What follows belongs to an exercise in optimizing a design on an open flow for small area and few clock cycles per item; a production flow would make more cautious choices. At most, simulation tests tie the RTL to the original design; equivalence was not proved. Power and IR drop assume default switching activity.

purple:
## cmpmac
module cmpmac(
	input				wb_clk_i,
	input				rst_i,
	input  [2:0]	wb_adr_i,
	input  [15:0]	wb_dat_i,
	output [15:0]	wb_dat_o,
	input				wb_cyc_i,
	input				wb_we_i,
	input				wb_stb_i,
	input  [1:0]	wb_sel_i,
	output			wb_ack_o,
	input	 [1:0]	eth_pms_i,
	input				eth_macr_i,
	input  [47:0]	eth_macd_i,
	output			cmp_done_o,
	output			cmp_res_o
);
localparam [13:0] INV = 14'b00_0111_0000_1111;	 
reg [47:0]	slot[0:13];        
reg [3:0]	rot;               
reg [3:0]	adr;
wire stpac   = eth_pms_i[0];
wire promisc = eth_pms_i[1] | eth_pms_i[0];
reg  [1:0]	ack;
always @(posedge wb_clk_i) begin
	ack[0] <= wb_cyc_i & wb_stb_i;
	ack[1] <= wb_cyc_i & ack[0];
end
assign wb_ack_o = wb_cyc_i & wb_stb_i & ack[1];
wire bus_write = wb_cyc_i & wb_stb_i & ~wb_ack_o & stpac & wb_we_i & wb_sel_i[1];
wire tab_write = bus_write & ~ack[0] & ~rst_i & ~wb_adr_i[2] & (wb_adr_i[1:0] != 2'b00);
wire [3:0]	rot1 = (rot >= 4'd13) ? 4'd0 : rot + 4'd1;
wire [4:0]	sum  = adr + rot1;
reg  [3:0]	sadr;
always @(posedge wb_clk_i) begin
	rot  <= rot1;
	sadr <= (sum >= 5'd14) ? sum - 5'd14 : sum[3:0];
end
wire		c0  = (sadr == 4'd13);
wire		c4  = (sadr == 4'd3);
wire		c8  = (sadr == 4'd7);
wire		c11 = (sadr == 4'd10);
reg [15:0]	pd;                
reg [1:0]	pw;                
reg			pv;                
wire ins0  = pv & c0;
  ...
==> module cmpmac, before the edit <==
module cmpmac(
	input				wb_clk_i,
	input				rst_i,
	input  [2:0]	wb_adr_i,
	input  [15:0]	wb_dat_i,
	output [15:0]	wb_dat_o,
	input				wb_cyc_i,
	input				wb_we_i,
	input				wb_stb_i,
	input  [1:0]	wb_sel_i,
	output			wb_ack_o,
	input	 [1:0]	eth_pms_i,
	input				eth_macr_i,
	input  [47:0]	eth_macd_i,
	output			cmp_done_o,
	output			cmp_res_o
);
localparam [13:0] INV = 14'b00_0111_0000_1111;	 
reg [47:0]	slot[0:13];        
reg [3:0]	rot;               
reg [3:0]	adr;
wire stpac   = eth_pms_i[0];
wire promisc = eth_pms_i[1] | eth_pms_i[0];
reg  [1:0]	ack;
always @(posedge wb_clk_i) begin
	ack[0] <= wb_cyc_i & wb_stb_i;
	ack[1] <= wb_cyc_i & ack[0];
end
assign wb_ack_o = wb_cyc_i & wb_stb_i & ack[1];
wire bus_write = wb_cyc_i & wb_stb_i & ~wb_ack_o & stpac & wb_we_i & wb_sel_i[1];
wire tab_write = bus_write & ~ack[0] & ~rst_i & ~wb_adr_i[2] & (wb_adr_i[1:0] != 2'b00);
wire [3:0]	rot1 = (rot >= 4'd13) ? 4'd0 : rot + 4'd1;
wire [4:0]	sum  = adr + rot1;
reg  [3:0]	sadr;
always @(posedge wb_clk_i) begin
	rot  <= rot1;
	sadr <= (sum >= 5'd14) ? sum - 5'd14 : sum[3:0];
end
wire		c0  = (sadr == 4'd13);
wire		c4  = (sadr == 4'd3);
wire		c8  = (sadr == 4'd7);
wire		c11 = (sadr == 4'd10);
reg [15:0]	pd;                
reg [1:0]	pw;                
reg			pv;                
wire ins0  = pv & c0;
wire ins4  = pv & c4;
wire ins8  = pv & c8;
wire ins11 = pv & c11;
wire ins   = ins0 | ins4 | ins8 | ins11;
always @(posedge wb_clk_i) begin
	if(tab_write) begin
		pd <= wb_dat_i;
		pw <= wb_adr_i[1:0];
		pv <= 1'b1;
	end
	else if(ins)
		pv <= 1'b0;
end
wire [2:0] pwh = {pw == 2'd3, pw == 2'd2, pw == 2'd1};
wire [47:0] sel0  = {{16{ins0  & pwh[2]}}, {16{ins0  & pwh[1]}}, {16{ins0  & pwh[0]}}};
wire [47:0] sel4  = {{16{ins4  & pwh[2]}}, {16{ins4  & pwh[1]}}, {16{ins4  & pwh[0]}}};
wire [47:0] sel8  = {{16{ins8  & pwh[2]}}, {16{ins8  & pwh[1]}}, {16{ins8  & pwh[0]}}};
wire [47:0] sel11 = {{16{ins11 & pwh[2]}}, {16{ins11 & pwh[1]}}, {16{ins11 & pwh[0]}}};
wire [47:0] seln0 = ~sel0, seln4 = ~sel4, seln8 = ~sel8, seln11 = ~sel11;
wire [47:0] pd3  = {3{pd}};
wire [47:0] d0, d4, d8, d11;
cmpmac_imux #(48) m0 (.a(slot[13]), .b(pd3),  .s(sel0),  .sn(seln0),  .y(d0));
cmpmac_imux #(48) m4 (.a(slot[3]),  .b(~pd3), .s(sel4),  .sn(seln4),  .y(d4));
cmpmac_imux #(48) m8 (.a(slot[7]),  .b(pd3),  .s(sel8),  .sn(seln8),  .y(d8));
cmpmac_imux #(48) m11(.a(slot[10]), .b(~pd3), .s(sel11), .sn(seln11), .y(d11));
integer i;
always @(posedge wb_clk_i) begin
	for(i = 1; i < 14; i = i + 1)
		slot[i] <= slot[i-1];
	slot[0]  <= d0;
	slot[4]  <= d4;
	slot[8]  <= d8;
	slot[11] <= d11;
end
always @(posedge wb_clk_i, posedge rst_i) begin
	if(rst_i)
		adr <= 4'b0;
	else if(bus_write && wb_adr_i[2:0] == 3'b000)
		adr <= wb_dat_i[3:0];
end
reg  [47:0]	shadow;
always @(posedge wb_clk_i)
	if(c0 | c4 | c8 | c11)
		shadow <= ({48{c0}} & ~d0) | ({48{c4}} & d4) | ({48{c8}} & ~d8) | ({48{c11}} & d11);
reg [15:0] rdat;
always @(*) begin
	case(wb_adr_i[1:0])
		2'b00: rdat = {12'b0, adr};
		2'b01: rdat = shadow[15:0];
		2'b10: rdat = shadow[31:16];
		default: rdat = shadow[47:32];
	endcase
end
assign wb_dat_o = rdat;
wire [47:0]	macn = ~eth_macd_i;
wire [13:0]	match;
genvar s;
generate
	for(s = 0; s < 14; s = s + 1) begin : cmp
		cmpmac_eq u(.t(slot[s]), .mn(INV[s] ? eth_macd_i : macn), .eq(match[s]));
	end
endgenerate
wire hit = |match;
assign cmp_done_o = promisc | ~pv;
assign cmp_res_o  = promisc | hit;
endmodule
clock: 8.0 ns
lec_check: 0
cap_margin: 20
core_margin: 2
core_utilization: 40
slew_margin: 20
synth_hierarchical: 1
synth_minimum_keep_size: 0
standard.sh (not shown) runs the stock make flow with config.mk's settings and CLKGATE_MAP_FILE= SYNTH_SCRIPT=/design/flow/synth_recipe.tcl, a recipe that flattens the netlist after the stock synthesis.
==> flow/flow/run.sh <==
#!/bin/bash
# Standard synthesis, but ABC maps with the ORFS speed script minus its
# upsizing pass (flow/abc_area_nosize.script); registers are untouched.
# Layout: smaller port buffers, larger clock-sink clusters without dummy
# loads, synthesis buffers removed before placement.
here=$(pwd)
{ head -n 1 synth_recipe.tcl
  echo "proc abc {args} { set i [lsearch \$args -script]; if {\$i >= 0} { lset args [expr {\$i+1}] $here/flow/abc_area_nosize.script }; yosys abc {*}\$args }"
  tail -n +2 synth_recipe.tcl; } > my_synth.tcl
bash standard.sh \
  SYNTH_SCRIPT=$here/my_synth.tcl \
  BUFFER_PORTS_ARGS="-buffer_cell sky130_fd_sc_hd__buf_2" \
  CTS_ARGS="-sink_clustering_enable -repair_clock_nets -buf_list sky130_fd_sc_hd__clkbuf_16 -sink_clustering_size 25 -sink_clustering_max_diameter 100 -dont_use_dummy_load" \
  REMOVE_ABC_BUFFERS=1 \
  finish > standard.log 2>&1
==> flow/flow/abc_area_nosize.script <==
&get -n
&st
&dch
&nf
&st
&syn2
&if -g -K 6
&synch2
&nf
&st
&syn2
&if -g -K 6
&synch2
&nf
&put
buffer -c
topo
stime -c
dnsize -c
Setup changes, purple to green
diff --git a/flow/design.v b/flow/design.v
--- a/flow/design.v
+++ b/flow/design.v
@@ -30,5 +30,23 @@
 wire bus_write = wb_cyc_i & wb_stb_i & ~wb_ack_o & stpac & wb_we_i & wb_sel_i[1];
 wire tab_write = bus_write & ~ack[0] & ~rst_i & ~wb_adr_i[2] & (wb_adr_i[1:0] != 2'b00);
-wire [3:0]	rot1 = (rot >= 4'd13) ? 4'd0 : rot + 4'd1;
+function [3:0] next14(input [3:0] r);
+	case(r)
+		4'd0:  next14 = 4'd1;
+		4'd1:  next14 = 4'd2;
+		4'd2:  next14 = 4'd3;
+		4'd3:  next14 = 4'd4;
+		4'd4:  next14 = 4'd5;
+		4'd5:  next14 = 4'd6;
+		4'd6:  next14 = 4'd7;
+		4'd7:  next14 = 4'd8;
+		4'd8:  next14 = 4'd9;
+		4'd9:  next14 = 4'd10;
+		4'd10: next14 = 4'd11;
+		4'd11: next14 = 4'd12;
+		4'd12: next14 = 4'd13;
+		default: next14 = 4'd0;
+	endcase
+endfunction
+wire [3:0]	rot1 = next14(rot);
 wire [4:0]	sum  = adr + rot1;
 reg  [3:0]	sadr;
@@ -53,8 +71,11 @@
 		pd <= wb_dat_i;
 		pw <= wb_adr_i[1:0];
-		pv <= 1'b1;
 	end
-	else if(ins)
-		pv <= 1'b0;
+	case({tab_write, ins})
+		2'b00: pv <= pv;
+		2'b01: pv <= 1'b0;
+		2'b10, 2'b11: pv <= 1'b1;
+		default: pv <= 1'b0;	 
+	endcase
 end
 wire [2:0] pwh = {pw == 2'd3, pw == 2'd2, pw == 2'd1};
@@ -86,7 +107,15 @@
 end
 reg  [47:0]	shadow;
+wire [47:0]	shadow_d;
+wire		hold = ~(c0 | c4 | c8 | c11);
+genvar n;
+generate
+	for(n = 0; n < 48; n = n + 1) begin : sh
+		cmpmac_shbit u(.i0(d0[n]), .i4(d4[n]), .i8(d8[n]), .i11(d11[n]), .q(shadow[n]),
+			.c0n(~c0), .c4(c4), .c8n(~c8), .c11(c11), .h(hold), .d(shadow_d[n]));
+	end
+endgenerate
 always @(posedge wb_clk_i)
-	if(c0 | c4 | c8 | c11)
-		shadow <= ({48{c0}} & ~d0) | ({48{c4}} & d4) | ({48{c8}} & ~d8) | ({48{c11}} & d11);
+	shadow <= shadow_d;
 reg [15:0] rdat;
 always @(*) begin
@@ -152,2 +181,11 @@
 assign np = ~((t[0] | mn[0]) & (t[1] | mn[1]));
 endmodule
+module cmpmac_shbit(
+	input	i0, i4, i8, i11, q,
+	input	c0n, c4, c8n, c11, h,
+	output	d
+);
+wire x = ~((c0n | i0) & (c8n | i8));           
+wire y = ~((c4 & i4) | (c11 & i11) | (h & q));  
+assign d = x | ~y;
+endmodule
[summary]
Against purple, green comes in 2.0% lower on area of the core.
Setup slack delta (green − purple): favourable
Going from purple to green, power increased about 2.7%, relative contribution of combinational cells to total power increased 1.2 points, biggest cell delay along the critical path decreased 100 ps, die area decreased about 2%.
green vs purple on sequential share of cell area: green is the lower one.
For the horizontal die dimension, green came in about 1% lower than purple did.
As far as count of final max-slew check failures goes, purple and green are indistinguishable; the numbers are identical.
Testbench counts of green, summed over its fixed seeds: cycles 18,432, lookups 9,216.
Only the layout flow was run in purple; the RTL was not checked for function there.

what the ideal ports hide:
In the flow no input, the clock included, has a driving cell. The finished layouts below were timed again as built, in two steps.
Step 1 assumes that a clkbuf_16 drives the clock port and a buf_2 every other input.
Step 2, shift: input delay + t, output delay - t, t = (earliest + latest rising clock arrival at the registers) / 2. This alone moves slack from input paths to output paths.
Three values: no drivers, after step 1, after step 2; two values: the first two.
run | t, ns | setup WS [ns] | cell pins on the clock port's net
purple | 0.649 | 1.290 / 1.264 / 1.264 | 1
green | 0.637 | 1.350 / 1.323 / 1.323 | 1
After both steps setup and hold are still met in every run listed. For green, which loses most, drivers alone change the setup slack by -0.027 ns; drivers and shift together by -0.027 ns.
